From an optimization exercise on the open Yosys and OpenROAD flow, aimed at small area; shortcuts taken in it are not production practice.
Only simulation tests tie the RTL to the original design; equivalence was not proved.
No activity file was given, so power comes from the tool's default toggle rates.

<file path="design.v">
module memory_controller(CLK_48MHZ, RESET, SDRAM_STATUS, READ_CMD, GEIG_DATA, MAG_DATA,
    READ_ADDR, WRITE_ADDR, NEXT_READ, NEXT_WRITE, BUSY_HOLD, OP_READ, WORD);
input CLK_48MHZ, RESET, SDRAM_STATUS, READ_CMD;
input [79:0] GEIG_DATA;
input [79:0] MAG_DATA;
input [23:0] READ_ADDR;
input [23:0] WRITE_ADDR;
output NEXT_READ, NEXT_WRITE;
output BUSY_HOLD;
output OP_READ;
output [15:0] WORD;
reg [79:0] geig_prev;
reg [79:0] mag_prev;
reg prev_clr;          
reg read_prev;
reg [7:0] schedule;    
reg [2:0] write_count;
reg busy_hold;
reg [15:0] word;
reg [47:0] pend;
assign BUSY_HOLD = busy_hold;
assign OP_READ = (schedule[1:0] == 2'b11);
assign WORD = word;
function [7:0] ins;
    input [7:0] s;
    input [1:0] cmd;
    begin
        ins = s;
        if (s[1:0] == 2'b00) ins[1:0] = cmd;
        else if (s[3:2] == 2'b00) ins[3:2] = cmd;
        else if (s[5:4] == 2'b00) ins[5:4] = cmd;
        else ins[7:6] = cmd;
    end
endfunction
wire geig_chg = prev_clr ? (GEIG_DATA != 80'b0) : (geig_prev != GEIG_DATA);
wire mag_chg = prev_clr ? (MAG_DATA != 80'b0) : (mag_prev != MAG_DATA);
reg [7:0] s_ins;
always @(*) begin
    s_ins = schedule;
    if (geig_chg) s_ins = ins(s_ins, 2'b01);
    if (mag_chg) s_ins = ins(s_ins, 2'b10);
    if (READ_CMD && !read_prev) s_ins = ins(s_ins, 2'b11);
end
wire [1:0] head = s_ins[1:0];
wire is_write = (head == 2'b01) || (head == 2'b10);
wire is_read = (head == 2'b11);
wire [79:0] src = head[0] ? GEIG_DATA : MAG_DATA;
wire wc0 = (write_count == 3'd0);
wire wdone = (write_count == 3'd5);
wire step3 = busy_hold && !SDRAM_STATUS;    
wire step1 = !busy_hold && !SDRAM_STATUS;   
wire raw_eq = (READ_ADDR == WRITE_ADDR);
assign NEXT_WRITE = is_write && !wdone && step3;
assign NEXT_READ = is_read && step3;
always @(posedge CLK_48MHZ or negedge RESET) begin
    if (!RESET) begin
        prev_clr <= 1'b1;
        schedule <= 8'b0;
        write_count <= 3'b0;
        busy_hold <= 1'b0;
    end else begin
        prev_clr <= 1'b0;
        schedule <= s_ins;
        if (is_write) begin
            if (wdone) begin
                write_count <= 3'd0;
                schedule <= s_ins >> 2;
            end else if (step3) begin
                busy_hold <= 1'b0;
                write_count <= write_count + 3'd1;
            end else if (step1) begin
                busy_hold <= 1'b1;
            end
        end else if (is_read) begin
            if (step3) begin
                busy_hold <= 1'b0;
                schedule <= s_ins >> 2;
            end else if (!busy_hold && raw_eq) begin
                schedule <= s_ins >> 2;
            end else if (step1) begin
                busy_hold <= 1'b1;
            end
        end
    end
end
always @(posedge CLK_48MHZ) begin
    geig_prev <= GEIG_DATA;
    mag_prev <= MAG_DATA;
    read_prev <= READ_CMD;
end
wire ld = is_write && !wdone && wc0;
wire ld3 = ld && step3;              
wire ld1 = ld && !step3 && step1;    
wire sh = is_write && !wdone && !wc0 && step3;
wire ld3g = ld3 && head[0], ld3m = ld3 && !head[0];
wire ld1g = ld1 && head[0], ld1m = ld1 && !head[0];
wire hold_w = !(ld3 || ld1 || sh);
wire hold_p = !(ld3 || sh);
always @(posedge CLK_48MHZ) begin
    word <= ({16{ld3g}} & GEIG_DATA[31:16]) | ({16{ld3m}} & MAG_DATA[31:16]) |
            ({16{ld1g}} & GEIG_DATA[15:0]) | ({16{ld1m}} & MAG_DATA[15:0]) |
            ({16{sh}} & pend[15:0]) | ({16{hold_w}} & word);
    pend[15:0] <= ({16{ld3g}} & GEIG_DATA[47:32]) | ({16{ld3m}} & MAG_DATA[47:32]) |
                  ({16{sh}} & pend[31:16]) | ({16{hold_p}} & pend[15:0]);
    pend[31:16] <= ({16{ld3g}} & GEIG_DATA[63:48]) | ({16{ld3m}} & MAG_DATA[63:48]) |
                   ({16{sh}} & pend[47:32]) | ({16{hold_p}} & pend[31:16]);
    pend[47:32] <= ({16{ld3g}} & GEIG_DATA[79:64]) | ({16{ld3m}} & MAG_DATA[79:64]) |
                   ({16{!ld3}} & pend[47:32]);
end
endmodule
module sdram_interface(CLK_48MHZ, RESET, TIMESTAMP, START, OP_READ, A_BANK, A_COL, A_ROW,
    SDRAM_DQ_IN, SDRAM_DQ_OE, SDRAM_A, SDRAM_BA, SDRAM_CLK_EN, SDRAM_CKE, SDRAM_CS,
    SDRAM_RAS, SDRAM_CAS, SDRAM_WE, SDRAM_DQM, STATUS, DATA_READ);
input CLK_48MHZ;
input RESET;
input [23:0] TIMESTAMP;
input START;
input OP_READ;
input [1:0] A_BANK;
input [8:0] A_COL;
input [12:0] A_ROW;
input [15:0] SDRAM_DQ_IN;
output SDRAM_DQ_OE;
output [12:0] SDRAM_A;
output [1:0] SDRAM_BA;
output SDRAM_CLK_EN, SDRAM_CKE, SDRAM_CS, SDRAM_RAS, SDRAM_CAS, SDRAM_WE, SDRAM_DQM;
output STATUS;
output [15:0] DATA_READ;
reg pu;             
reg [3:0] c;
reg cke_pu;         
reg dqm;
reg [1:0] ba;
reg pwr_stabalize;
reg [23:0] ts_cap;     
reg ts_wait_prev;
reg [15:0] dread;
wire acc = !pu && (c != 4'd0);
wire ts_lt2 = (TIMESTAMP[23:1] == 23'b0);
wire ts_lt4 = (TIMESTAMP[23:2] == 22'b0);
wire c_wait = (c == 4'd3) || (c == 4'd10);
wire ts_hit = (TIMESTAMP == ts_cap + 24'd1);
wire last = OP_READ ? (c == 4'd12) : (c == 4'd9);
assign STATUS = pu || (c != 4'd0);
assign SDRAM_CLK_EN = pwr_stabalize;
assign SDRAM_CS = 1'b0;
assign SDRAM_CKE = pu ? cke_pu : (c != 4'd0);
assign SDRAM_DQM = dqm;
assign SDRAM_BA = ba;
assign DATA_READ = dread;
assign SDRAM_DQ_OE = !pu && !OP_READ && (c == 4'd8);
assign SDRAM_RAS = pu ? !((c == 4'd0) || (c == 4'd1) || (c == 4'd3) || (c == 4'd8))
                      : !((c == 4'd0) || (c == 4'd5));
assign SDRAM_CAS = !((c == 4'd0) || (c == 4'd8) || (pu && (c == 4'd3)));
assign SDRAM_WE  = pu ? !((c == 4'd0) || (c == 4'd1) || (c == 4'd8))
                      : !((c == 4'd8) && !OP_READ);
assign SDRAM_A = (pu && (c == 4'd1)) ? 13'h0400 :
                 (pu && (c == 4'd8)) ? 13'h0220 :
                 (!pu && (c == 4'd5)) ? A_ROW :
                 (!pu && (c == 4'd8)) ? {3'b001, 1'b0, A_COL} : 13'h0000;
always @(negedge CLK_48MHZ or negedge RESET) begin
    if (!RESET) begin
        pu <= 1'b1;
        c <= 4'd0;
        cke_pu <= 1'b0;
        dqm <= 1'b0;
        ba <= 2'b00;
        pwr_stabalize <= 1'b0;
    end else if (pu) begin
        if (ts_lt2) begin
            cke_pu <= 1'b0;
            dqm <= 1'b0;
        end else if (ts_lt4) begin
            pwr_stabalize <= 1'b1;
            cke_pu <= 1'b1;
            dqm <= 1'b1;
        end else begin
            case (c)
                4'd2: begin    
                    cke_pu <= 1'b0;
                    c <= 4'd3;
                end
                4'd3, 4'd10: begin
                    cke_pu <= ts_hit;
                    c <= ts_hit ? 4'd4 : 4'd10;
                end
                4'd7: begin    
                    cke_pu <= 1'b1;
                    ba <= 2'b01;
                    c <= 4'd8;
                end
                4'd9: begin    
                    cke_pu <= 1'b0;
                    pu <= 1'b0;
                    c <= 4'd0;
                end
                default: begin   
                    cke_pu <= 1'b1;
                    c <= c + 4'd1;
                end
            endcase
        end
    end else if (c == 4'd0) begin
        if (START) c <= 4'd1;    
    end else begin
        if (last) c <= 4'd0;     
        else c <= c + 4'd1;
        if (c == 4'd4) begin     
            ba <= A_BANK;
            dqm <= 1'b0;
        end
        if (OP_READ ? (c == 4'd11) : (c == 4'd8)) dqm <= 1'b1;
    end
end
wire dr_clr = acc && OP_READ && (c == 4'd7);
wire dr_cap = acc && OP_READ && (c == 4'd10);
wire dr_keep = !(dr_clr || dr_cap);
always @(negedge CLK_48MHZ or negedge RESET)
    if (!RESET) dread <= 16'b0;
    else dread <= ({16{dr_cap}} & SDRAM_DQ_IN) | ({16{dr_keep}} & dread);
wire ts_wait = pu && c_wait;
always @(posedge CLK_48MHZ) begin
    ts_wait_prev <= ts_wait;
    if (ts_wait && !ts_wait_prev) ts_cap <= TIMESTAMP;
end
endmodule
module read_buffer( CLK_48MHZ,RESET,NEXT_BYTE,DATA_READ,ROW_WRITE,READ_CMD,BYTE_OUT);
input CLK_48MHZ, RESET, NEXT_BYTE;
input [15:0] DATA_READ;
input [12:0] ROW_WRITE;
output READ_CMD;
output [7:0] BYTE_OUT;
reg read_cmd;
reg [1:0] init_stage;
reg [8:0] init_wait;
reg [7:0] byte_out;
reg [1:0] position;
reg next_byte_prev;
reg [7:0] lo, hi_a, hi_b;
assign BYTE_OUT = byte_out;
assign READ_CMD = read_cmd;
wire run = (init_stage == 2'd0);
wire nb = NEXT_BYTE && !next_byte_prev && run;
wire nb_lo = nb && !position[0];
wire nb_ha = nb && (position == 2'b01);
wire nb_hb = nb && (position == 2'b11);
wire enter = (init_stage == 2'd1) && (ROW_WRITE >= 13'd3);
wire st2 = (init_stage == 2'd2) || enter;    
wire fill = st2 && (init_wait < 9'd300);
always @(posedge CLK_48MHZ or negedge RESET) begin
    if (!RESET) begin
        read_cmd <= 1'b0;
        position <= 2'b00;
        byte_out <= 8'b0;
        next_byte_prev <= 1'b0;
        init_stage <= 2'd1;
        init_wait <= 9'd0;
    end else begin
        next_byte_prev <= NEXT_BYTE;
        byte_out <= ({8{nb_lo}} & lo) | ({8{nb_ha}} & hi_a) | ({8{nb_hb}} & hi_b) | ({8{!nb}} & byte_out);
        if (nb) position <= position + 2'b01;
        if (run) read_cmd <= !position[0];
        if (enter) begin
            read_cmd <= 1'b1;
            init_stage <= 2'd2;
        end
        if (st2) begin
            if (init_wait < 9'd300) begin
                init_wait <= init_wait + 9'd1;
            end else if (init_wait < 9'd400) begin
                read_cmd <= 1'b0;
                init_wait <= init_wait + 9'd1;
            end else begin
                read_cmd <= 1'b1;
                init_wait <= 9'd0;
                init_stage <= 2'd0;
            end
        end
    end
end
always @(posedge CLK_48MHZ) begin
    if (fill || (run && position[0])) lo <= DATA_READ[7:0];
    if (fill || (run && (position == 2'b11))) hi_a <= DATA_READ[15:8];
    if (run && (position == 2'b01)) hi_b <= DATA_READ[15:8];
end
endmodule
module write_address_traversal( CLK,RESET,NEXT, BA_WRITE_OUT, ROW_WRITE_OUT,COL_WRITE_OUT );
input CLK, NEXT, RESET;
output [1:0] BA_WRITE_OUT;
output [8:0] COL_WRITE_OUT;
output [12:0] ROW_WRITE_OUT;
reg [23:0] current_count;
assign BA_WRITE_OUT = current_count[23:22];
assign COL_WRITE_OUT = current_count[21:13];
assign ROW_WRITE_OUT = current_count[12:0];
wire [24:0] carry = {carry[23:0] & current_count, NEXT};
always @(posedge CLK or negedge RESET)
    if (!RESET) current_count <= 24'b0;
    else current_count <= current_count ^ carry[23:0];
endmodule
module read_address_traversal( CLK,RESET,NEXT, BA_READ_OUT, ROW_READ_OUT,COL_READ_OUT );
input CLK, NEXT, RESET;
output [1:0] BA_READ_OUT;
output [8:0] COL_READ_OUT;
output [12:0] ROW_READ_OUT;
reg [23:0] current_count;
assign BA_READ_OUT = current_count[23:22];
assign COL_READ_OUT = current_count[21:13];
assign ROW_READ_OUT = current_count[12:0];
wire [24:0] carry = {carry[23:0] & current_count, NEXT};
always @(posedge CLK or negedge RESET)
    if (!RESET) current_count <= 24'b0;
    else current_count <= current_count ^ carry[23:0];
endmodule
module sdram_logger (
    input         clk,           
    input         rst_n,         
    input  [23:0] timestamp,     
    input  [79:0] geig_data,     
    input  [79:0] mag_data,      
    input         next_byte,     
    input  [15:0] sdram_dq_in,   
    output [15:0] sdram_dq_out,  
    output        sdram_dq_oe,   
    output [12:0] sdram_a,
    output [1:0]  sdram_ba,
    output        sdram_clk_en,
    output        sdram_cke,
    output        sdram_cs,
    output        sdram_ras,
    output        sdram_cas,
    output        sdram_we,
    output        sdram_dqml,
    output        sdram_dqmu,
    output [7:0]  byte_out       
);
wire        sdram_status;
wire [15:0] data_read;
wire        next_read, next_write, read_cmd;
wire        busy_hold, op_read;
wire [1:0]  ba_read, ba_write;
wire [8:0]  col_read, col_write;
wire [12:0] row_read, row_write;
wire        dqm;
memory_controller memory_controller_0(
    .CLK_48MHZ    ( clk ),
    .RESET        ( rst_n ),
    .SDRAM_STATUS ( sdram_status ),
    .READ_CMD     ( read_cmd ),
    .GEIG_DATA    ( geig_data ),
    .MAG_DATA     ( mag_data ),
    .READ_ADDR    ( {ba_read, col_read, row_read} ),
    .WRITE_ADDR   ( {ba_write, col_write, row_write} ),
    .NEXT_READ    ( next_read ),
    .NEXT_WRITE   ( next_write ),
    .BUSY_HOLD    ( busy_hold ),
    .OP_READ      ( op_read ),
    .WORD         ( sdram_dq_out )
);
read_address_traversal read_address_traversal_0(
    .CLK          ( clk ),
    .NEXT         ( next_read ),
    .RESET        ( rst_n ),
    .BA_READ_OUT  ( ba_read ),
    .ROW_READ_OUT ( row_read ),
    .COL_READ_OUT ( col_read )
);
write_address_traversal write_address_traversal_0(
    .CLK           ( clk ),
    .RESET         ( rst_n ),
    .NEXT          ( next_write ),
    .BA_WRITE_OUT  ( ba_write ),
    .ROW_WRITE_OUT ( row_write ),
    .COL_WRITE_OUT ( col_write )
);
read_buffer read_buffer_0(
    .CLK_48MHZ ( clk ),
    .RESET     ( rst_n ),
    .NEXT_BYTE ( next_byte ),
    .DATA_READ ( data_read ),
    .ROW_WRITE ( row_write ),
    .READ_CMD  ( read_cmd ),
    .BYTE_OUT  ( byte_out )
);
sdram_interface sdram_interface_0(
    .CLK_48MHZ    ( clk ),
    .RESET        ( rst_n ),
    .TIMESTAMP    ( timestamp ),
    .START        ( busy_hold ),
    .OP_READ      ( op_read ),
    .A_BANK       ( op_read ? ba_read : ba_write ),
    .A_COL        ( op_read ? col_read : col_write ),
    .A_ROW        ( op_read ? row_read : row_write ),
    .SDRAM_DQ_IN  ( sdram_dq_in ),
    .SDRAM_DQ_OE  ( sdram_dq_oe ),
    .SDRAM_A      ( sdram_a ),
    .SDRAM_BA     ( sdram_ba ),
    .SDRAM_CLK_EN ( sdram_clk_en ),
    .SDRAM_CKE    ( sdram_cke ),
    .SDRAM_CS     ( sdram_cs ),
    .SDRAM_RAS    ( sdram_ras ),
    .SDRAM_CAS    ( sdram_cas ),
    .SDRAM_WE     ( sdram_we ),
    .SDRAM_DQM    ( dqm ),
    .STATUS       ( sdram_status ),
    .DATA_READ    ( data_read )
);
assign sdram_dqml = dqm;
assign sdram_dqmu = dqm;
endmodule
</file>
<file path="flow/run.sh">
#!/bin/bash
# The standard ORFS layout (standard.sh) with these changes:
#  - synthesis: ABC maps the logic with an area-oriented script (synth_area.tcl)
#  - input/output ports are buffered with buf_1
#  - clock tree built from small clock buffers, without dummy loads
# Each tool's output is in ./orfs/logs (ORFS) and ./standard.log (make).
set -uo pipefail
F=$(cd "$(dirname "$0")" && pwd)
export AREA_ABC_SCRIPT=$F/abc_area.script
CTS="-sink_clustering_enable -repair_clock_nets -dont_use_dummy_load -sink_clustering_size 16 -sink_clustering_max_diameter 60 -buf_list {sky130_fd_sc_hd__clkbuf_8}"
bash standard.sh \
  "SYNTH_SCRIPT=$F/synth_area.tcl" \
  'BUFFER_PORTS_ARGS=-buffer_cell sky130_fd_sc_hd__buf_1' \
  "CTS_ARGS=$CTS" \
  finish > standard.log 2>&1
</file>
<file path="flow/abc_area.script">
&get -n
&st
&dch
&nf -a -R 1000
&put
strash
dch
amap -F 20 -A 60
topo
dnsize -c
</file>
<file path="flow/synth_area.tcl">
# The standard flow's synthesis script (synth_recipe.tcl), with ABC's technology mapping
# run with an area-oriented script (abc_area.script beside this file) in place
# of ORFS's speed script. Registers are mapped before ABC and are unchanged.
proc synth {args} { yosys synth -nofsm -noshare {*}$args }
proc abc {args} {
  set i [lsearch -exact $args -script]
  if { $i >= 0 } { lset args [expr {$i + 1}] $::env(AREA_ABC_SCRIPT) }
  yosys abc {*}$args
}
source $::env(SCRIPTS_DIR)/synth.tcl
# left out here: clear keep_hierarchy, flatten, clean up, hide names made inside functions, write 1_2_yosys.v
</file>
<file path="standard.sh">
#!/bin/bash
# synth_recipe.tcl (not shown) runs the flow's synth.tcl, then flattens the netlist and writes it again
# the make line also repeats each setting of config.mk as NAME=value (left out here)
make -C /OpenROAD-flow-scripts/flow DESIGN_CONFIG=/design/flow/config.mk WORK_HOME=/design/flow/orfs CLKGATE_MAP_FILE= SYNTH_SCRIPT=/design/flow/synth_recipe.tcl "${@:-finish}"
</file>
<file path="config.mk">
export PLATFORM = sky130hd
export DESIGN_NAME = sdram_logger
export DESIGN_NICKNAME = sdram_logger
export VERILOG_FILES = /design/flow/design.v
export SDC_FILE = /design/flow/constraint.sdc
export NUM_CORES = 4
export LEC_CHECK = 0
export CAP_MARGIN = 20
export CORE_MARGIN = 2
export CORE_UTILIZATION = 75
export SLEW_MARGIN = 20
</file>
<file path="constraint.sdc">
create_clock -name core_clock -period 14.0 [get_ports {clk}]
set_input_delay 2.8000 -clock core_clock [delete_from_list [all_inputs] [get_ports {clk}]]
set_output_delay 2.8000 -clock core_clock [all_outputs]
set_load 0.01 [all_outputs]
</file>
==> flow_summary.toml, run 1 <==
[clocking]
clock_latency_ps = 600
cts_setup_buffers = 0
htreeDepth = 1
cts.sinks = 384
cts_root_buf = "clkbuf_8"
cts_buffers = 28
cts_tree = "done"
cts.path.max_buffers = 3
ctsHoldBuffers = 0
postCtsResizedCells = 0
clk_pin_slew_worst_paths_ps = 100

[yosys]
synth_warnings = 5
synth_top_cell_area_share = 0.290
synth.ff_latch_count = 384
synth_seq_area_share = 0.559
synth.largest_area_cell = "dfxtp_1"
synth_cells = 1586
avgSynthCellArea_sq_um = 9.84
synth_edf_count = 48
synthFlopType = "dfxtp_1"
synth_area_leaders = "dfxtp_1 29%, dfrtp_1 13%, edfxtp_1 9.2%, a222oi_1 5.3%, nand2_1 4.5%"
synth_area_sq_mm = 0.0156
synth_async_sr_flop_share = 0.286
synth.distinct_cells = 53

[layout]
final_common_cell = "buf_1"
final_cell_mix = "248 x buf_1, 226 x dfxtp_1, 189 x nand2_1, 179 x nor2_1, 133 x a21oi_1"
area_growth_pct = 11.6
final_nets = 2135
drive_gt1_frac = 0.0272

[drt]
wirelength_um = 41400
wl_per_cell_um = 19.3
drc = 0
drtIter0Drc = 1772
first_pass_iters = 10
ant_nets = 0
num_vias = 13900
viasPerCell = 6.46

[min_path]
hold_end = "memory_controller_0.read_prev$_DFF_P_"
holdPathStages = 0
holdCritStartpoint = "read_buffer_0.read_cmd$_DFF_PN0_"
worstHoldPathType = "flop to flop"

[global_routing]
grt_max_degree = 62
antenna_found_initial = 1
grt_pass1_wl_um = 63900
grt_pass1_vias = 13000
grt_usage = 0.362
gr-total-overflow = 0

[sta]
hold_violations = 0
setup_ws_ps = 794
maxSlewViolCount = 0
setup_violations = 0
slew_headroom = 0.351
clock_skew_ps = 77.8
tns_ps = 0
tightest_slew_ps = 964
grt_setup_unrepaired = "false"

[worst_setup_path]
r2r_end = "write_address_traversal_0.current_count[23]$_DFF_PN0_"
crit_top_cell = "ha_1"
max_stage_delay_ps = 490
required_ps = 14450
cp_slowest_cell = "dfrtn_1"
reg2reg_depth = 32
startpoint_type = "flop"
crit_path_end_kind = "flop"
critPathMaxFanout = 5
reg2reg_from = "sdram_interface_0.c[0]$_DFFE_NN0P_"
regToRegSetupSlack_ps = 790
worst-setup-path-type = "flop to flop"
worstPathArrival_ps = 13660

[floorplan]
pin_count = 251
rows = 52
die_w_um = 148
fp.dieH_um = 148
fp.dieArea_sq_mm = 0.0220
initial_core_util = 0.769
core_sq_mm = 0.0203

[placed_design]
pre_cts_slack_ps = 999
portBuffers = 249
place_congestion = 0.923
dp_hpwl_um = 30100

[status]
status = "complete, no violations"

[power_and_ir_drop]
ir_drop_uv = 148
p_leak_nw = 6.85
power_density_mw_per_mm2 = 151

[flow_run]
cap_violations = 0
==> metal layers <==
layer	track usage	share of wire
met2	0.603	0.48
met3	0.0580	0.10
met4	0.128	0.039
met1	0.488	0.38
met5	0	0
==> worst max-delay path by stage <==
stage | from | endpoint | cells after the start
floorplan | sdram_interface_0.c[0]$_DFFE_NN0P_ | write_address_traversal_0.current_count[23]$_DFF_PN0_ | 32
global placement | sdram_interface_0.c[0]$_DFFE_NN0P_ | write_address_traversal_0.current_count[23]$_DFF_PN0_ | 32
detailed placement | sdram_interface_0.c[0]$_DFFE_NN0P_ | write_address_traversal_0.current_count[23]$_DFF_PN0_ | 32
CTS | sdram_interface_0.c[0]$_DFFE_NN0P_ | write_address_traversal_0.current_count[23]$_DFF_PN0_ | 32
global route | sdram_interface_0.c[0]$_DFFE_NN0P_ | write_address_traversal_0.current_count[23]$_DFF_PN0_ | 32
finish | sdram_interface_0.c[0]$_DFFE_NN0P_ | write_address_traversal_0.current_count[23]$_DFF_PN0_ | 32
==> critical path: cells and delay by family, from the launching register on <==
| family | cells | cell delay, ps |
|---|---|---|
| compound gates | 1 | 50 |
| fa+ha+maj | 25 | 4930 |
| buf+inv | 3 | 360 |
| flops | 1 | 490 |
| simple gates | 3 | 280 |
==> where the power goes <==
part,leakage [nW],total [mW],switching (mW),internal [mW]
registers,3.64,1.44,0.130,1.31
clock network,0.203,0.508,0.329,0.179
logic,3.01,0.671,0.434,0.237
==> synthesized netlist by cell type (17+ instances only) <==
cell and count:
a21oi_1 133, nand2_1 189, ha_1 56, dfxtp_1 226, nand3_1 17, or4_1 35, clkinv_1 124, o22ai_1 45
a222oi_1 83, nand4_1 18, o21ai_0 104, dfrtn_1 25, nor3_1 22, edfxtp_1 48, nor2_1 184, xor2_1 36
dfrtp_1 82, nor4_1 58
==> through the flow <==
step	cells	hold slack (ps)	util	area [sq um]	power, mW
5_1_grt	2145	452	0.857	17400	2.75
4_1_cts	2143	429	0.856	17400	2.60
3_3_place_gp	2115	395	0.837	17000	2.06
6_report	2148	428	0.858	17400	2.62
2_1_floorplan	1587	361	-	15600	1.85
3_5_place_dp	2115	408	0.837	17000	2.11
==> logic make-up (layout without fill, tap and decap cells) <==
logic type / after synthesis / in the layout / synth area share
other: 1 / 6 / 0.000240
adders and majority gates: 56 / 56 / 0.0449
xor gates and xnor gates: 38 / 38 / 0.0213
buffers and inverters: 126 / 413 / 0.0308
AOI/OAI and AO/OA: 431 / 431 / 0.182
and+or+nand+nor: 550 / 550 / 0.162
DFF: 384 / 384 / 0.559
==> layout make-up <==
type                            instances  area [sq um]
Timing Repair Buffer                  261          1050
Sequential cell                       384          8720
Clock inverter                          1          3.75
Inverter                              123           462
Clock buffer                           28           385
Antenna cell                            4          10.0
Fill cell                            1152          2890
Tap cell                              270           338
Multi-Input combinational cell       1077          6440
==> registers in the layout (all words and copies together) (netlist names), 3 cells and up <==
signal / count
memory_controller_0.pend: 48
read_buffer_0.byte_out: 8
read_buffer_0.lo: 8
write_address_traversal_0.current_count: 24
read_buffer_0.hi_a: 8
memory_controller_0.mag_prev: 80
sdram_interface_0.dread: 16
sdram_interface_0.ts_cap: 24
memory_controller_0.schedule: 8
memory_controller_0.geig_prev: 80
read_buffer_0.hi_b: 8
read_address_traversal_0.current_count: 24
sdram_interface_0.c: 4
memory_controller_0.word: 16
read_buffer_0.init_wait: 9
memory_controller_0.write_count: 3
==> run 2, diff against run 1 <==
--- a/config.mk
+++ b/config.mk
@@ -8,4 +8,4 @@
 export CAP_MARGIN = 20
 export CORE_MARGIN = 2
-export CORE_UTILIZATION = 75
+export CORE_UTILIZATION = 85
 export SLEW_MARGIN = 20
==> run 2 against run 1 <==
- the flow now stops in 3_3_place_gp
- synthesized cell count is the same
- synthesized area is the same
==> flow_summary.toml, run 2 <==
[floorplan]
fp.dieH_um = 139
die_w_um = 139
pin_count = 251
initial_core_util = 0.869
rows = 49

[yosys]
synth-simple-area-share = 0.162
synth.distinct_cells = 53
synth_top_cell_area_share = 0.290
avgSynthCellArea_sq_um = 9.84
ys_top_cells_by_count = "226 x dfxtp_1, 189 x nand2_1, 184 x nor2_1"
synth-xor-area-share = 0.0213
synthFlopType = "dfxtp_1"
synth_seq_area_share = 0.559
synth.ff_latch_count = 384
synth_compound_area_frac = 0.182
synth.most_common_cell = "dfxtp_1"
synth_async_sr_flop_share = 0.286
synth.largest_area_cell = "dfxtp_1"
synth_area_leaders = "dfxtp_1 29%, dfrtp_1 13%, edfxtp_1 9.2%, a222oi_1 5.3%, nand2_1 4.5%"
synthAdderAreaFrac = 0.0449
synth_warnings = 5
synth_mux_area_frac = 0
synth_area_sq_mm = 0.0156
synth_cells = 1586
synth_top_family_by_area = "compound AO/OA/AOI/OAI gates"
synth_edf_count = 48

[status]
stop_stage = "3_3_place_gp"
error_line = "[ERROR GPL-0301] Utilization 101.305 % exceeds 100%."
status = "stopped before the end"

[placed_design]
portBuffers = 249
-- run 2: cell counts after synthesis --
Identical to the previous run, type by type.
-- run 2: cell families after synthesis --
group | Yosys count
compound gates | 431
xor+xnor | 38
fa+ha+maj | 56
buf+inv | 126
flops | 384
other cells | 1
simple gates | 550
==> run 3, diff against run 2 <==
==> flow/abc_area.script (replaced) <==
&get -n
&st
&dch
&nf -a -R 2000 -F 20 -A 40
&put
strash
dch
amap -F 20 -A 60
topo
dnsize -c
--- a/config.mk
+++ b/config.mk
@@ -8,4 +8,4 @@
 export CAP_MARGIN = 20
 export CORE_MARGIN = 2
-export CORE_UTILIZATION = 85
+export CORE_UTILIZATION = 75
 export SLEW_MARGIN = 20
==> run 3 against run 2 <==
- now clean on timing, DRC and antenna
- synthesized cell count fell by 1.6%
- synthesized area shrank 0.24%
==> flow_summary.toml, run 3 <==
[placed_design]
dp_hpwl_um = 29900
dp.cells = 2085
place_congestion = 0.922
portBuffers = 249

[clocking]
cts_tree = "done"
ctsHoldBuffers = 0
cts.path.max_buffers = 3
cts_root_buf = "clkbuf_8"
cts.sinks = 384
cts_buffers = 28
postCtsResizedCells = 0
cts_setup_buffers = 0
clk_pin_slew_worst_paths_ps = 110
htreeDepth = 1
clock_latency_ps = 590

[worst_setup_path]
worst-setup-path-type = "flop to flop"
cp_slowest_cell = "dfrtn_1"
startpoint_type = "flop"
max_stage_delay_ps = 480
critPathMaxFanout = 6
crit_start = "sdram_interface_0.c[0]$_DFFE_NN0P_"
crit_path_end_kind = "flop"
crit_end = "write_address_traversal_0.current_count[23]$_DFF_PN0_"
required_ps = 14480
crit_top_cell = "ha_1"
regToRegSetupSlack_ps = 930
reg2reg_depth = 32
reg2reg_from = "sdram_interface_0.c[0]$_DFFE_NN0P_"
r2r_end = "write_address_traversal_0.current_count[23]$_DFF_PN0_"
worstPathArrival_ps = 13560

[flow_run]
cap_violations = 0

[sta]
clock_skew_ps = 71.3
grt_setup_unrepaired = "false"
tns_ps = 0
maxSlewViolCount = 0
hold_violations = 0
tightest_slew_ps = 1040
setup_violations = 0
slew_headroom = 0.301

[floorplan]
initial_core_util = 0.767
pin_count = 251
fp.dieArea_sq_mm = 0.0219
rows = 52
core_sq_mm = 0.0203
fp.dieH_um = 148
die_w_um = 148

[yosys]
synth.largest_area_cell = "dfxtp_1"
synth.most_common_cell = "dfxtp_1"
synth_seq_area_share = 0.560
synth.ff_latch_count = 384
avgSynthCellArea_sq_um = 9.98
synth_area_sq_mm = 0.0156
synth_edf_count = 48
synth_warnings = 5
synthFlopType = "dfxtp_1"
synth_cells = 1560
synth_top_cell_area_share = 0.291
synth_area_leaders = "dfxtp_1 29%, dfrtp_1 13%, edfxtp_1 9.3%, a222oi_1 5.7%, a21oi_1 4.8%"
ys_top_cells_by_count = "226 x dfxtp_1, 197 x nor2_1, 150 x nand2_1"
synth_async_sr_flop_share = 0.286
synth.distinct_cells = 46

[power_and_ir_drop]
power_density_mw_per_mm2 = 153
ir_drop_uv = 110
p_leak_nw = 6.85

[status]
status = "complete, no violations"

[layout]
largestRegisters = "memory_controller_0.geig_prev x80, memory_controller_0.mag_prev x80, memory_controller_0.pend x48"
stdcell_count = 2116
final_common_cell = "buf_1"
area_growth_pct = 11.6
drive_gt1_frac = 0.0266
final_cell_mix = "248 x buf_1, 226 x dfxtp_1, 191 x nor2_1, 150 x nand2_1, 149 x a21oi_1"
final_nets = 2106
fill_cells = 1144

[global_routing]
grt_pass1_vias = 13500
grt_pass1_wl_um = 66100
grt_max_degree = 76
gr-total-overflow = 0
grt_usage = 0.374
antenna_found_initial = 0

[min_path]
holdPathStages = 1
worstHoldPathType = "flop to flop"

[drt]
viasPerCell = 6.52
wirelength_um = 41800
drtIter0Drc = 1691
ant_nets = 0
drc = 0
num_vias = 13800
wl_per_cell_um = 19.8
first_pass_iters = 14
-- run 3: changes by cell type after synthesis, sizes merged, moves of 8 or more --
cell,previous run,this run
a21oi,133,149
nand2,189,150
nor2,184,197
nor3,22,30
o21ai,104,71
or4,35,43
xor2,36,52
-- run 3: metal layers --
metal | GRT usage | wire length [um] | share of wire | up-vias
li1 | - | - | - | 6384
met1 | 0.486 | 16100 | 0.38 | 6520
met2 | 0.645 | 20500 | 0.49 | 769
met3 | 0.0635 | 3980 | 0.095 | 113
met4 | 0.120 | 1340 | 0.032 | 0
met5 | 0 | 0 | 0 | -
-- run 3: area by class of cell --
type | instances | area, sq um | area share
clock inverter | 1 | 3.75 | 0.000216
antenna | 1 | 2.50 | 0.000144
sequential | 384 | 8720 | 0.502
timing repair buffer | 258 | 1050 | 0.0602
tap | 270 | 338 | 0.0195
multi-input combinational | 1044 | 6380 | 0.367
inverter | 130 | 488 | 0.0281
clock buffer | 28 | 385 | 0.0222
-- run 3: logic make-up (layout without fill, tap and decap cells) --
logic type,count (synthesis),after routing,share of synthesized area
AND/OR/NAND/NOR,515,515,0.152
AO/OA/AOI/OAI,411,411,0.176
flip-flops,384,384,0.560
buffers and inverters,133,417,0.0326
XOR/XNOR,60,60,0.0338
adder cells (fa/ha/maj),56,56,0.0450
other,1,3,0.000241
-- run 3: critical path: cells and delay by family (launching register included) --
kind	cells	cell delay (ps)
AOI/OAI and AO/OA	1	50
DFF	1	480
adders and majority gates	25	4820
and+or+nand+nor	3	290
buffers and inverters	3	370
-- run 3: worst min-delay path by stage --
stage | start | end | slack (ps)
2_1_floorplan | read_buffer_0.read_cmd$_DFF_PN0_ | memory_controller_0.read_prev$_DFF_P_ | 360
3_3_place_gp | sdram_interface_0.pwr_stabalize$_DFFE_NN0P_ | sdram_interface_0.pwr_stabalize$_DFFE_NN0P_ | 420
3_5_place_dp | read_buffer_0.read_cmd$_DFF_PN0_ | memory_controller_0.read_prev$_DFF_P_ | 430
4_1_cts | sdram_interface_0.pwr_stabalize$_DFFE_NN0P_ | sdram_interface_0.pwr_stabalize$_DFFE_NN0P_ | 430
5_1_grt | sdram_interface_0.pwr_stabalize$_DFFE_NN0P_ | sdram_interface_0.pwr_stabalize$_DFFE_NN0P_ | 460
6_report | sdram_interface_0.pwr_stabalize$_DFFE_NN0P_ | sdram_interface_0.pwr_stabalize$_DFFE_NN0P_ | 420
-- run 3: per-stage QoR --
step	area [sq um]	hold slack, ps	power, mW	setup WS (ps)	utilization
finish	17400	424	2.66	925	0.856
global route	17400	460	2.79	625	0.855
CTS	17300	431	2.63	959	0.852
detailed placement	16900	428	2.13	1010	0.833
global placement	16900	419	2.08	1210	0.833
floorplan	15600	361	1.87	1500	-
-- run 3: where the power goes --
| part | total [mW] | switching (mW) | internal [mW] |
|---|---|---|---|
| logic | 0.665 | 0.426 | 0.238 |
| clock network | 0.511 | 0.331 | 0.179 |
| registers | 1.48 | 0.143 | 1.34 |
| total | 2.66 | 0.901 | 1.76 |
==> run 4, diff against run 3 <==
--- a/config.mk
+++ b/config.mk
@@ -9,3 +9,5 @@
 export CORE_MARGIN = 2
 export CORE_UTILIZATION = 75
+export GPL_ROUTABILITY_DRIVEN = 0
+export GPL_TIMING_DRIVEN = 0
 export SLEW_MARGIN = 20
==> run 4 against run 3 <==
- setup slack got worse by 15 ps
- clock skew decreased by 4.3 ps
- cell count increased by 0.28%
- register-to-register slack got worse by 20 ps
- critical endpoint unchanged
- largest cell class unchanged
- sequential power about the same
- synthesized area unchanged
- combinational power decreased by 3%
- die area unchanged
- cell area increased by 0.69%
==> flow_summary.toml, run 4 <==
[status]
status = "complete, no violations"

[yosys]
synth_seq_area_share = 0.560
synth_async_sr_flop_share = 0.286
synth.ff_latch_count = 384
synth.most_common_cell = "dfxtp_1"
synth_area_leaders = "dfxtp_1 29%, dfrtp_1 13%, edfxtp_1 9.3%, a222oi_1 5.7%, a21oi_1 4.8%"
synth_top_cell_area_share = 0.291
synthFlopType = "dfxtp_1"
ys_top_cells_by_count = "226 x dfxtp_1, 197 x nor2_1, 150 x nand2_1"
avgSynthCellArea_sq_um = 9.98
synth.distinct_cells = 46
synth_warnings = 5
synth_area_sq_mm = 0.0156
synth.largest_area_cell = "dfxtp_1"
synth_edf_count = 48
synth_cells = 1560

[clocking]
cts.path.max_buffers = 3
cts_root_buf = "clkbuf_8"
ctsHoldBuffers = 0
cts.sinks = 384
cts_setup_buffers = 0
clock_latency_ps = 600
cts_buffers = 29
clk_pin_slew_worst_paths_ps = 90
postCtsResizedCells = 0
cts_tree = "done"
htreeDepth = 1

[worst_setup_path]
crit_top_cell = "ha_1"
required_ps = 14480
reg2reg_depth = 32
startpoint_type = "flop"
cp_slowest_cell = "dfrtn_1"
critPathMaxFanout = 6
worst-setup-path-type = "flop to flop"
crit_path_end_kind = "flop"
max_stage_delay_ps = 500
worst-path-buf-inv = 3
crit_family = "adder cells"
path_depth = 32
worstPathArrival_ps = 13570

[sta]
slew_headroom = 0.390
clock_skew_ps = 67.0
grt_setup_unrepaired = "false"
setup_ws_ps = 910
setup_violations = 0
tightest_slew_ps = 906
hold_violations = 0
maxSlewViolCount = 0

[floorplan]
fp.dieArea_sq_mm = 0.0219
initial_core_util = 0.767
die_w_um = 148
pin_count = 251
core_sq_mm = 0.0203
fp.dieH_um = 148
rows = 52

[layout]
ff_latch_area_sq_mm = 0.00872
area_growth_pct = 12.3
final_common_cell = "buf_1"
largestRegisters = "memory_controller_0.geig_prev x80, memory_controller_0.mag_prev x80, memory_controller_0.pend x48"
final_cell_mix = "248 x buf_1, 226 x dfxtp_1, 190 x nor2_1, 150 x nand2_1, 149 x a21oi_1"
multiInputGateArea_sq_mm = 0.00639
final_nets = 2111
drive_gt1_frac = 0.0297
fill_cells = 1161
stdcell_count = 2122

[global_routing]
grt_max_degree = 35
grt_pass1_vias = 13000
gr-total-overflow = 0
grt_usage = 0.361
grt_pass1_wl_um = 63900
antenna_found_initial = 3

[placed_design]
dp_hpwl_um = 29400
dp.cells = 2090
portBuffers = 249
pre_cts_slack_ps = 898

[drt]
ant_nets = 0
drtIter0Drc = 1680
first_pass_iters = 10
wl_per_cell_um = 18.8
wirelength_um = 39900
num_vias = 13700
drc = 0
viasPerCell = 6.45

[power_and_ir_drop]
power_density_mw_per_mm2 = 151
p_leak_nw = 6.90
ir_drop_uv = 110

[min_path]
worstHoldPathType = "flop to flop"
holdPathStages = 1

[flow_run]
cap_violations = 0
==> run 4: cell counts after synthesis <==
No cell type changed its count.
==> run 4: path summary, 6_finish.rpt <==
kind                                                                   from                                                    end  slack, ps
worst max-delay path                     sdram_interface_0.c[0]$_DFFE_NN0P_  write_address_traversal_0.current_count[23]$_DFF_PN0_        910
worst min-delay path            sdram_interface_0.pwr_stabalize$_DFFE_NN0P_            sdram_interface_0.pwr_stabalize$_DFFE_NN0P_        420
worst max register to register           sdram_interface_0.c[0]$_DFFE_NN0P_  write_address_traversal_0.current_count[23]$_DFF_PN0_        910
worst min register to register  sdram_interface_0.pwr_stabalize$_DFFE_NN0P_            sdram_interface_0.pwr_stabalize$_DFFE_NN0P_        420
max in group asynchronous                                             rst_n                     sdram_interface_0.c[3]$_DFFE_NN0P_       4080
min in group asynchronous                                             rst_n                    read_buffer_0.byte_out[1]$_DFF_PN0_       2170
==> run 4: logic make-up (layout without fill, tap and decap cells) <==
| kind of cell | count (synthesis) | count (layout) | synth area share |
|---|---|---|---|
| buf+inv | 133 | 422 | 0.0326 |
| compound gates | 411 | 411 | 0.176 |
| simple gates | 515 | 515 | 0.152 |
| other cells | 1 | 4 | 0.000241 |
| flops | 384 | 384 | 0.560 |
| xor+xnor | 60 | 60 | 0.0338 |
| fa+ha+maj | 56 | 56 | 0.0450 |
==> run 4: area by class of cell <==
class | count | share of cell area
multi-input cells | 1044 | 0.365
inverters | 130 | 0.0279
clock buffers | 29 | 0.0228
clock inverters | 1 | 0.000215
repair buffers | 260 | 0.0645
diodes | 2 | 0.000286
flip-flops and latches | 384 | 0.499
plain buffers | 2 | 0.000859
well taps | 270 | 0.0193
==> run 4: report_power, final <==
| part | switching, mW | internal (mW) |
|---|---|---|
| clock | 0.332 | 0.185 |
| combinational | 0.408 | 0.239 |
| sequential | 0.141 | 1.34 |
| total | 0.881 | 1.76 |
==> run 4: through the flow <==
stage	hold slack [ps]	area, sq um	setup TNS (ps)	total power [mW]	util
after floorplan	361	15600	0	1.87	-
after global placement	409	16800	-33240	2.07	0.830
after detailed placement	398	17100	0	2.13	0.840
after CTS	426	17500	0	2.63	0.860
after global routing	442	17500	0	2.79	0.861
final	423	17500	0	2.65	0.861
==> run 4: worst register-to-register path: cells and delay by family (launching register included) <==
family                     cells  cell delay (ps)
adders and majority gates     25             4810
and+or+nand+nor                3              290
AOI/OAI and AO/OA              1               40
DFF                            1              500
buffers and inverters          3              400
==> run 4: per-layer routing <==
| metal | wire, um | vias up | track usage |
|---|---|---|---|
| li1 | - | 6392 | - |
| met1 | 15400 | 6405 | 0.474 |
| met2 | 19400 | 761 | 0.617 |
| met3 | 3850 | 127 | 0.0613 |
| met4 | 1280 | 2 | 0.117 |
| met5 | 13 | - | 0 |
==> run 5, diff against run 4 <==
--- a/config.mk
+++ b/config.mk
@@ -6,8 +6,6 @@
 export NUM_CORES = 4
 export LEC_CHECK = 0
-export CAP_MARGIN = 20
+export CAP_MARGIN = 0
 export CORE_MARGIN = 2
 export CORE_UTILIZATION = 75
-export GPL_ROUTABILITY_DRIVEN = 0
-export GPL_TIMING_DRIVEN = 0
-export SLEW_MARGIN = 20
+export SLEW_MARGIN = 0
==> run 5 against run 4 <==
- critical endpoint unchanged
- first-iteration DRC count is 4.9% lower
- combinational power up 1%
- via count grew 0.64%
- largest cell class unchanged
- hold slack better by 1.4 ps
==> flow_summary.toml, run 5 <==
[placed_design]
dp_hpwl_um = 29900
place_congestion = 0.922
dp.cells = 2085
pre_cts_slack_ps = 1010
portBuffers = 249

[sta]
hold_violations = 0
setup_ws_ps = 939
tns_ps = 0
setup_violations = 0
holdWs_ps = 424
slew_headroom = 0.157
tightest_slew_ps = 1260
clock_skew_ps = 72.3
maxSlewViolCount = 0
grt_setup_unrepaired = "false"

[yosys]
ys_top_cells_by_count = "226 x dfxtp_1, 197 x nor2_1, 150 x nand2_1"
synth.most_common_cell = "dfxtp_1"
synthFlopType = "dfxtp_1"
synth_edf_count = 48
synth.ff_latch_count = 384
synth_async_sr_flop_share = 0.286
synth_area_sq_mm = 0.0156
synth_area_leaders = "dfxtp_1 29%, dfrtp_1 13%, edfxtp_1 9.3%, a222oi_1 5.7%, a21oi_1 4.8%"
synth_top_cell_area_share = 0.291
synth_cells = 1560
synth.largest_area_cell = "dfxtp_1"
synth.distinct_cells = 46
synth_warnings = 5
avgSynthCellArea_sq_um = 9.98
synth_seq_area_share = 0.560

[floorplan]
core_sq_mm = 0.0203
die_w_um = 148
fp.dieH_um = 148
rows = 52
initial_core_util = 0.767
fp.dieArea_sq_mm = 0.0219
pin_count = 251

[global_routing]
grt_pass1_vias = 13500
antenna_found_initial = 0
gr-total-overflow = 0
grt_usage = 0.374
grt_max_degree = 76
grt_pass1_wl_um = 66100

[worst_setup_path]
crit_path_end_kind = "flop"
worst-setup-path-type = "flop to flop"
startpoint_type = "flop"
crit_top_cell = "ha_1"
cp_slowest_cell = "dfrtn_1"
required_ps = 14480
worstPathArrival_ps = 13540
crit_family = "adder cells"
critPathMaxFanout = 6
path_depth = 32
worst-path-buf-inv = 3
max_stage_delay_ps = 480
reg2reg_depth = 32

[clocking]
postCtsResizedCells = 0
cts_tree = "done"
cts.sinks = 384
cts_setup_buffers = 0
htreeDepth = 1
cts.path.max_buffers = 3
cts_buffers = 28
cts_root_buf = "clkbuf_8"
clock_latency_ps = 590
ctsHoldBuffers = 0
clk_pin_slew_worst_paths_ps = 100

[drt]
ant_nets = 0
drtIter0Drc = 1598
wirelength_um = 41600
viasPerCell = 6.52
first_pass_iters = 10
num_vias = 13800
drc = 0
wl_per_cell_um = 19.7

[power_and_ir_drop]
intPower_mw = 1.75
p_sw_mw = 0.897
clkPwrFrac = 0.192
total_power_mw = 2.65
power_density_mw_per_mm2 = 153
comb_power_share = 0.248
seq_power_share = 0.560
switching_share = 0.338
p_leak_nw = 6.82
ir_drop_uv = 109

[status]
status = "complete, no violations"

[min_path]
worstHoldPathType = "flop to flop"
holdPathStages = 1

[layout]
final_nets = 2104
largestRegisters = "memory_controller_0.geig_prev x80, memory_controller_0.mag_prev x80, memory_controller_0.pend x48"
final_cell_mix = "248 x buf_1, 226 x dfxtp_1, 193 x nor2_1, 150 x nand2_1, 149 x a21oi_1"
area_growth_pct = 11.2
drive_gt1_frac = 0.0244
stdcell_count = 2114
final_common_cell = "buf_1"

[flow_run]
cap_violations = 0
==> run 5: cell counts after synthesis <==
No cell type changed its count.
==> run 5: area by class of cell <==
type | instances | area, sq um
clock inverters | 1 | 3.75
well taps | 270 | 338
multi-input cells | 1044 | 6380
inverters | 130 | 488
diodes | 1 | 2.50
repair buffers | 256 | 991
clock buffers | 28 | 385
flip-flops and latches | 384 | 8720
fillers | 1163 | 2990
==> run 5: worst register-to-register path, delay by kind of cell, from the launching register on <==
kind | cells | cell delay [ps]
AO/OA/AOI/OAI | 1 | 50
adder cells (fa/ha/maj) | 25 | 4810
buffers and inverters | 3 | 370
flip-flops | 1 | 480
AND/OR/NAND/NOR | 3 | 280
==> run 5: per-stage QoR <==
step | area (sq um) | util
after detailed placement | 16900 | 0.833
final | 17300 | 0.853
after CTS | 17300 | 0.852
after floorplan | 15600 | -
after global routing | 17300 | 0.852
after global placement | 16900 | 0.833
==> run 5: worst paths after layout <==
kind	from	end	slack [ps]
setup / recovery	sdram_interface_0.c[0]$_DFFE_NN0P_	write_address_traversal_0.current_count[23]$_DFF_PN0_	940
hold / removal	sdram_interface_0.pwr_stabalize$_DFFE_NN0P_	sdram_interface_0.pwr_stabalize$_DFFE_NN0P_	420
setup reg to reg	sdram_interface_0.c[0]$_DFFE_NN0P_	write_address_traversal_0.current_count[23]$_DFF_PN0_	940
hold reg to reg	sdram_interface_0.pwr_stabalize$_DFFE_NN0P_	sdram_interface_0.pwr_stabalize$_DFFE_NN0P_	420
max in group asynchronous	rst_n	sdram_interface_0.c[0]$_DFFE_NN0P_	3530
min in group asynchronous	rst_n	read_buffer_0.byte_out[7]$_DFF_PN0_	2400
==> run 5: kinds of logic after synthesis <==
logic type / count (synthesis) / synth area share
and+or+nand+nor: 515 / 0.152
DFF: 384 / 0.560
AOI/OAI and AO/OA: 411 / 0.176
xor gates and xnor gates: 60 / 0.0338
buffers and inverters: 133 / 0.0326
adders and majority gates: 56 / 0.0450
other: 1 / 0.000241
==> run 5: power by group through the flow <==
stage / logic [mW] / clock network (mW) / registers, mW
after floorplan: 0.406 / 0.000972 / 1.46
after global placement: 0.598 / 0.000972 / 1.48
after detailed placement: 0.636 / 0.000972 / 1.50
after CTS: 0.648 / 0.512 / 1.48
after global routing: 0.728 / 0.550 / 1.50
final: 0.656 / 0.510 / 1.48
==> run 5: per-layer routing <==
metal | wire [um] | up-vias | GRT usage | part of all wire
met5 | 0 | - | 0 | 0
met1 | 15800 | 6518 | 0.486 | 0.38
met3 | 4150 | 107 | 0.0635 | 0.10
met2 | 20300 | 775 | 0.645 | 0.49
met4 | 1290 | 0 | 0.120 | 0.031
li1 | - | 6374 | - | -
==> run 6, diff against run 5 <==
--- a/flow/run.sh
+++ b/flow/run.sh
@@ -8,5 +8,5 @@
 F=$(cd "$(dirname "$0")" && pwd)
 export AREA_ABC_SCRIPT=$F/abc_area.script
-CTS="-sink_clustering_enable -repair_clock_nets -dont_use_dummy_load -sink_clustering_size 16 -sink_clustering_max_diameter 60 -buf_list {sky130_fd_sc_hd__clkbuf_8}"
+CTS="-sink_clustering_enable -repair_clock_nets -dont_use_dummy_load -sink_clustering_size 18 -sink_clustering_max_diameter 64 -buf_list {sky130_fd_sc_hd__clkbuf_8}"
 bash standard.sh \
   "SYNTH_SCRIPT=$F/synth_area.tcl" \
==> flow/abc_area.script (replaced) <==
&get -n
&st
&dch
&nf -a -R 1000
&put
strash
dch
amap
topo
dnsize -c
--- a/config.mk
+++ b/config.mk
@@ -6,6 +6,6 @@
 export NUM_CORES = 4
 export LEC_CHECK = 0
-export CAP_MARGIN = 0
+export CAP_MARGIN = 20
 export CORE_MARGIN = 2
-export CORE_UTILIZATION = 75
-export SLEW_MARGIN = 0
+export CORE_UTILIZATION = 65
+export SLEW_MARGIN = 20
==> run 6 against run 5 <==
- power rose by 2.7%
- routed wire length is 5.7% lower
- cell area grew 1.5%
- combinational power increased by 9.3%
- sequential power about the same
- largest power group unchanged
==> flow_summary.toml, run 6 <==
[floorplan]
core_sq_mm = 0.0236
pin_count = 251
initial_core_util = 0.666
die_w_um = 160
rows = 56
fp.dieArea_sq_mm = 0.0254
fp.dieH_um = 160

[drt]
wl_per_cell_um = 17.7
viasPerCell = 6.08
ant_nets = 0
drtIter0Drc = 1500
wirelength_um = 39200
num_vias = 13500
first_pass_iters = 8
drc = 0

[power_and_ir_drop]
power_density_mw_per_mm2 = 155
ir_drop_uv = 133
p_leak_nw = 6.87

[sta]
clock_skew_ps = 96.0
tns_ps = 0
hold_violations = 0
maxSlewViolCount = 0
setup_violations = 0
slew_headroom = 0.256
grt_setup_unrepaired = "false"
tightest_slew_ps = 1110

[yosys]
ys_top_cells_by_count = "258 x nor2_1, 226 x dfxtp_1, 177 x a21oi_1"
synth_async_sr_flop_share = 0.286
synth.distinct_cells = 51
synth_warnings = 5
synth_seq_area_share = 0.555
synth.most_common_cell = "nor2_1"
synth.ff_latch_count = 384
synth.largest_area_cell = "dfxtp_1"
synth_edf_count = 48
synth_cells = 1611
avgSynthCellArea_sq_um = 9.76
synth_area_leaders = "dfxtp_1 29%, dfrtp_1 13%, edfxtp_1 9.2%, nor2_1 6.2%, a21oi_1 5.6%"
synth_top_cell_area_share = 0.288
synthFlopType = "dfxtp_1"
synth_area_sq_mm = 0.0157

[worst_setup_path]
crit_path_end_kind = "flop"
worst-setup-path-type = "flop to flop"
path_depth = 36
startpoint_type = "flop"
worstPathArrival_ps = 13900
cp_slowest_cell = "dfrtn_1"
reg2reg_depth = 36
crit_family = "adder cells"
critPathMaxFanout = 6
required_ps = 14450
max_stage_delay_ps = 500
worst-path-buf-inv = 5
crit_top_cell = "ha_1"

[layout]
stdcell_count = 2220
largestRegisters = "memory_controller_0.geig_prev x80, memory_controller_0.mag_prev x80, memory_controller_0.pend x48"
final_cell_mix = "255 x nor2_1, 248 x buf_1, 226 x dfxtp_1, 177 x a21oi_1, 155 x clkinv_1"
final_common_cell = "nor2_1"
multiInputGateArea_sq_mm = 0.00644
ff_latch_area_sq_mm = 0.00872
final_area_sq_mm = 0.0176
fill_cells = 1776
area_growth_pct = 11.7
final_nets = 2161
drive_gt1_frac = 0.0274

[clocking]
cts.sinks = 384
htreeDepth = 1
clock_latency_ps = 610
cts_root_buf = "clkbuf_8"
cts.path.max_buffers = 3
cts_tree = "done"
postCtsResizedCells = 0
clk_pin_slew_worst_paths_ps = 100
cts_setup_buffers = 0
cts_buffers = 27
ctsHoldBuffers = 0

[flow_run]
cap_violations = 0

[global_routing]
grt_pass1_vias = 12500
grt_usage = 0.298
antenna_found_initial = 1
grt_max_degree = 63
grt_pass1_wl_um = 61800
gr-total-overflow = 0

[placed_design]
place_area_sq_mm = 0.0172
dp_hpwl_um = 29600
portBuffers = 249
place_congestion = 0.909
dp.cells = 2191

[min_path]
holdPathStages = 0
worstHoldPathType = "flop to flop"

[status]
status = "complete, no violations"
-- run 6: cell count changes after synthesis, sizes merged, moves of 23 or more --
cell and change:
nor2 +61, xor2 -46, or4 -38, nand2 -37
a21oi +28, clkinv +24, o21ai -24, a222oi -23
-- run 6: layout make-up --
class	count	share of cell area
timing repair buffer	263	0.0594
clock inverter	1	0.000214
sequential	384	0.497
tap	319	0.0227
clock buffer	27	0.0212
antenna	1	0.000142
multi-input combinational	1071	0.367
inverter	154	0.0329
-- run 6: final timing paths --
kind | start | end | slack [ps]
min in group asynchronous | rst_n | read_buffer_0.byte_out[4]$_DFF_PN0_ | 2330
worst min-delay path | read_buffer_0.read_cmd$_DFF_PN0_ | memory_controller_0.read_prev$_DFF_P_ | 420
worst max-delay path | sdram_interface_0.c[0]$_DFFE_NN0P_ | write_address_traversal_0.current_count[23]$_DFF_PN0_ | 550
max in group asynchronous | rst_n | sdram_interface_0.cke_pu$_DFFE_NN0P_ | 4100
worst max register to register | sdram_interface_0.c[0]$_DFFE_NN0P_ | write_address_traversal_0.current_count[23]$_DFF_PN0_ | 550
worst min register to register | read_buffer_0.read_cmd$_DFF_PN0_ | memory_controller_0.read_prev$_DFF_P_ | 420
-- run 6: power by group --
group | switching, mW | internal, mW | leakage [nW]
Clock | 0.330 | 0.173 | 0.196
Combinational | 0.448 | 0.269 | 2.92
Sequential | 0.146 | 1.36 | 3.75
Total | 0.924 | 1.80 | 6.87
-- run 6: cells by family after synthesis --
family	synth area share
fa+ha+maj	0.0446
simple gates	0.154
buf+inv	0.0380
other cells	0.000239
compound gates	0.201
xor+xnor	0.00836
flops	0.555
-- run 6: per-stage QoR --
stage	setup WS [ps]	utilization	total power [mW]	hold WS, ps
floorplan	561	-	1.95	361
global placement	792	0.728	2.20	401
detailed placement	473	0.728	2.23	392
CTS	516	0.743	2.72	429
global route	171	0.744	2.88	438
finish	555	0.744	2.72	420
-- run 6: layer usage --
metal	vias to the layer above	wire [um]	GRT usage	part of all wire
met3	69	3440	0.0513	0.088
met2	577	18100	0.485	0.46
met5	-	0	0	0
met4	0	1100	0.0913	0.028
li1	6606	-	-	-
met1	6249	16600	0.410	0.42
==> run 7, diff against run 6 <==
==> flow/abc_area.script (replaced) <==
&get -n
&st
&dch
&nf -a -R 2000 -F 20 -A 40
&put
strash
dch
amap -F 20 -A 60
topo
dnsize -c
--- a/config.mk
+++ b/config.mk
@@ -6,6 +6,8 @@
 export NUM_CORES = 4
 export LEC_CHECK = 0
-export CAP_MARGIN = 20
+export CAP_MARGIN = 0
+export CELL_PAD_IN_SITES_DETAIL_PLACEMENT = 0
+export CELL_PAD_IN_SITES_GLOBAL_PLACEMENT = 0
 export CORE_MARGIN = 2
-export CORE_UTILIZATION = 65
-export SLEW_MARGIN = 20
+export CORE_UTILIZATION = 85
+export SLEW_MARGIN = 0
==> run 7 against run 6 <==
- the flow now stops in 3_3_place_gp
- synthesized area fell by 1.0%
- synthesized cell count decreased by 3.2%
==> flow_summary.toml, run 7 <==
[yosys]
ys_top_cells_by_count = "226 x dfxtp_1, 197 x nor2_1, 150 x nand2_1"
synth_area_leaders = "dfxtp_1 29%, dfrtp_1 13%, edfxtp_1 9.3%, a222oi_1 5.7%, a21oi_1 4.8%"
synth_cells = 1560
synth_area_sq_mm = 0.0156
synth.largest_area_cell = "dfxtp_1"
synthFlopType = "dfxtp_1"
synth_edf_count = 48
synth_seq_area_share = 0.560
avgSynthCellArea_sq_um = 9.98
synth.distinct_cells = 46
synth_warnings = 5
synth_async_sr_flop_share = 0.286
synth_top_cell_area_share = 0.291
synth.most_common_cell = "dfxtp_1"
synth.ff_latch_count = 384

[floorplan]
pin_count = 251
fp.dieH_um = 139
initial_core_util = 0.866
die_w_um = 139
rows = 49

[placed_design]
portBuffers = 249

[status]
stop_stage = "3_3_place_gp"
status = "stopped before the end"
error_line = "[ERROR GPL-0301] Utilization 100.429 % exceeds 100%."
run 7: logic make-up after synthesis:
group,count (synthesis),share of synthesized area
other,1,0.000241
flip-flops,384,0.560
adder cells (fa/ha/maj),56,0.0450
AND/OR/NAND/NOR,515,0.152
XOR/XNOR,60,0.0338
AO/OA/AOI/OAI,411,0.176
buffers and inverters,133,0.0326
==> run 8, diff against run 7 <==
--- a/config.mk
+++ b/config.mk
@@ -10,4 +10,4 @@
 export CELL_PAD_IN_SITES_GLOBAL_PLACEMENT = 0
 export CORE_MARGIN = 2
-export CORE_UTILIZATION = 85
+export CORE_UTILIZATION = 80
 export SLEW_MARGIN = 0
==> run 8 against run 7 <==
- now clean on timing, DRC and antenna
- synthesized cell count unchanged
- synthesized area unchanged
==> flow_summary.toml, run 8 <==
[floorplan]
die_w_um = 143
pin_count = 251
rows = 51
fp.dieH_um = 143
core_sq_mm = 0.0193
initial_core_util = 0.808
fp.dieArea_sq_mm = 0.0206

[layout]
final_nets = 2102
final_common_cell = "buf_1"
area_growth_pct = 10.9
final_cell_mix = "248 x buf_1, 226 x dfxtp_1, 193 x nor2_1, 150 x nand2_1, 149 x a21oi_1"
fill_cells = 935
final_area_sq_mm = 0.0173
antenna_cells = 0
stdcell_count = 2106
largestRegisters = "memory_controller_0.geig_prev x80, memory_controller_0.mag_prev x80, memory_controller_0.pend x48"
fin_util = 0.896
drive_gt1_frac = 0.0234

[sta]
grt_setup_unrepaired = "false"
hold_violations = 0
clock_skew_ps = 109
slew_headroom = 0.171
holdWs_ps = 420
tightest_slew_ps = 1240
setup_violations = 0
maxSlewViolCount = 0
setup_ws_ps = 917
tns_ps = 0

[yosys]
synth_warnings = 5
synth-simple-area-share = 0.152
synth.ff_latch_count = 384
synth_cells = 1560
synth_mux_area_frac = 0
synthAdderAreaFrac = 0.0450
synth.largest_area_cell = "dfxtp_1"
synth_top_cell_area_share = 0.291
synth.most_common_cell = "dfxtp_1"
synth_top_family_by_area = "compound AO/OA/AOI/OAI gates"
synth_area_leaders = "dfxtp_1 29%, dfrtp_1 13%, edfxtp_1 9.3%, a222oi_1 5.7%, a21oi_1 4.8%"
synth_seq_area_share = 0.560
synthFlopType = "dfxtp_1"
avgSynthCellArea_sq_um = 9.98
synth_area_sq_mm = 0.0156
synth_compound_area_frac = 0.176
synth-xor-area-share = 0.0338
synth_edf_count = 48
ys_top_cells_by_count = "226 x dfxtp_1, 197 x nor2_1, 150 x nand2_1"
synth_async_sr_flop_share = 0.286
synth.distinct_cells = 46

[global_routing]
gr-total-overflow = 0
grt_max_degree = 65
grt_usage = 0.394
antenna_found_initial = 1
grt_pass1_vias = 13000
grt_pass1_wl_um = 64400

[worst_setup_path]
crit_path_end_kind = "flop"
max_stage_delay_ps = 500
critPathMaxFanout = 6
crit_top_cell = "ha_1"
startpoint_type = "flop"
worstPathArrival_ps = 13470
required_ps = 14380
cp_slowest_cell = "dfrtn_1"
worst-setup-path-type = "flop to flop"

[clocking]
clock_latency_ps = 610
ctsHoldBuffers = 0
htreeDepth = 1
postCtsResizedCells = 0
cts_tree = "done"
cts_buffers = 25
cts_root_buf = "clkbuf_8"
clk_pin_slew_worst_paths_ps = 110
cts.path.max_buffers = 3
cts_setup_buffers = 0
cts.sinks = 384

[placed_design]
portBuffers = 249
place_area_sq_mm = 0.0169
place_congestion = 1.06
dp.cells = 2081
pre_cts_slack_ps = 1050
dp_hpwl_um = 30100

[min_path]
worstHoldPathType = "flop to flop"

[drt]
wl_per_cell_um = 19.7
ant_nets = 0
viasPerCell = 6.62
drc = 0
num_vias = 13900
wirelength_um = 41500
drtIter0Drc = 1991
first_pass_iters = 15

[power_and_ir_drop]
ir_drop_uv = 126
power_density_mw_per_mm2 = 152
p_leak_nw = 6.81
total_power_mw = 2.63

[status]
status = "complete, no violations"

[flow_run]
cap_violations = 0
run 8: cell counts after synthesis:
Identical to the previous run, type by type.
run 8: layout make-up:
class	instances	area [sq um]	share of cell area
inverters	130	488	0.0283
clock inverters	1	3.75	0.000217
clock buffers	25	344	0.0199
flip-flops and latches	384	8720	0.505
well taps	265	332	0.0192
repair buffers	257	998	0.0578
multi-input cells	1044	6380	0.369
run 8: report_power, final:
| part | internal (mW) | leakage, nW | switching [mW] |
|---|---|---|---|
| registers | 1.34 | 3.73 | 0.143 |
| clock network | 0.161 | 0.181 | 0.324 |
| logic | 0.233 | 2.89 | 0.425 |
run 8: worst paths after layout:
| path | startpoint | to | slack [ps] | depth (start not counted) |
|---|---|---|---|---|
| worst min-delay path | read_buffer_0.read_cmd$_DFF_PN0_ | memory_controller_0.read_prev$_DFF_P_ | 420 | 0 |
| worst max-delay path | sdram_interface_0.c[0]$_DFFE_NN0P_ | read_address_traversal_0.current_count[22]$_DFF_PN0_ | 920 | 30 |
| max in group asynchronous | rst_n | sdram_interface_0.pu$_DFF_NN1_ | 3870 | 2 |
| worst max register to register | sdram_interface_0.c[0]$_DFFE_NN0P_ | read_address_traversal_0.current_count[22]$_DFF_PN0_ | 920 | 30 |
| min in group asynchronous | rst_n | read_buffer_0.init_wait[7]$_DFFE_PN0N_ | 2160 | 1 |
| worst min register to register | read_buffer_0.read_cmd$_DFF_PN0_ | memory_controller_0.read_prev$_DFF_P_ | 420 | 0 |
run 8: cell families after synthesis:
| family | count (synthesis) |
|---|---|
| AO/OA/AOI/OAI | 411 |
| XOR/XNOR | 60 |
| adder cells (fa/ha/maj) | 56 |
| buffers and inverters | 133 |
| flip-flops | 384 |
| other | 1 |
| AND/OR/NAND/NOR | 515 |
run 8: layer usage:
metal | up-vias | wire [um] | track usage
met4 | 0 | 1630 | 0.139
li1 | 6374 | - | -
met1 | 6518 | 15600 | 0.526
met5 | - | 0 | 0
met2 | 903 | 19900 | 0.655
met3 | 141 | 4360 | 0.0680
run 8: worst max-delay path, delay by kind of cell, from the launching register on:
kind	cells	cell delay, ps
adder cells (fa/ha/maj)	25	4880
buffers and inverters	3	380
flip-flops	1	500
AND/OR/NAND/NOR	2	160
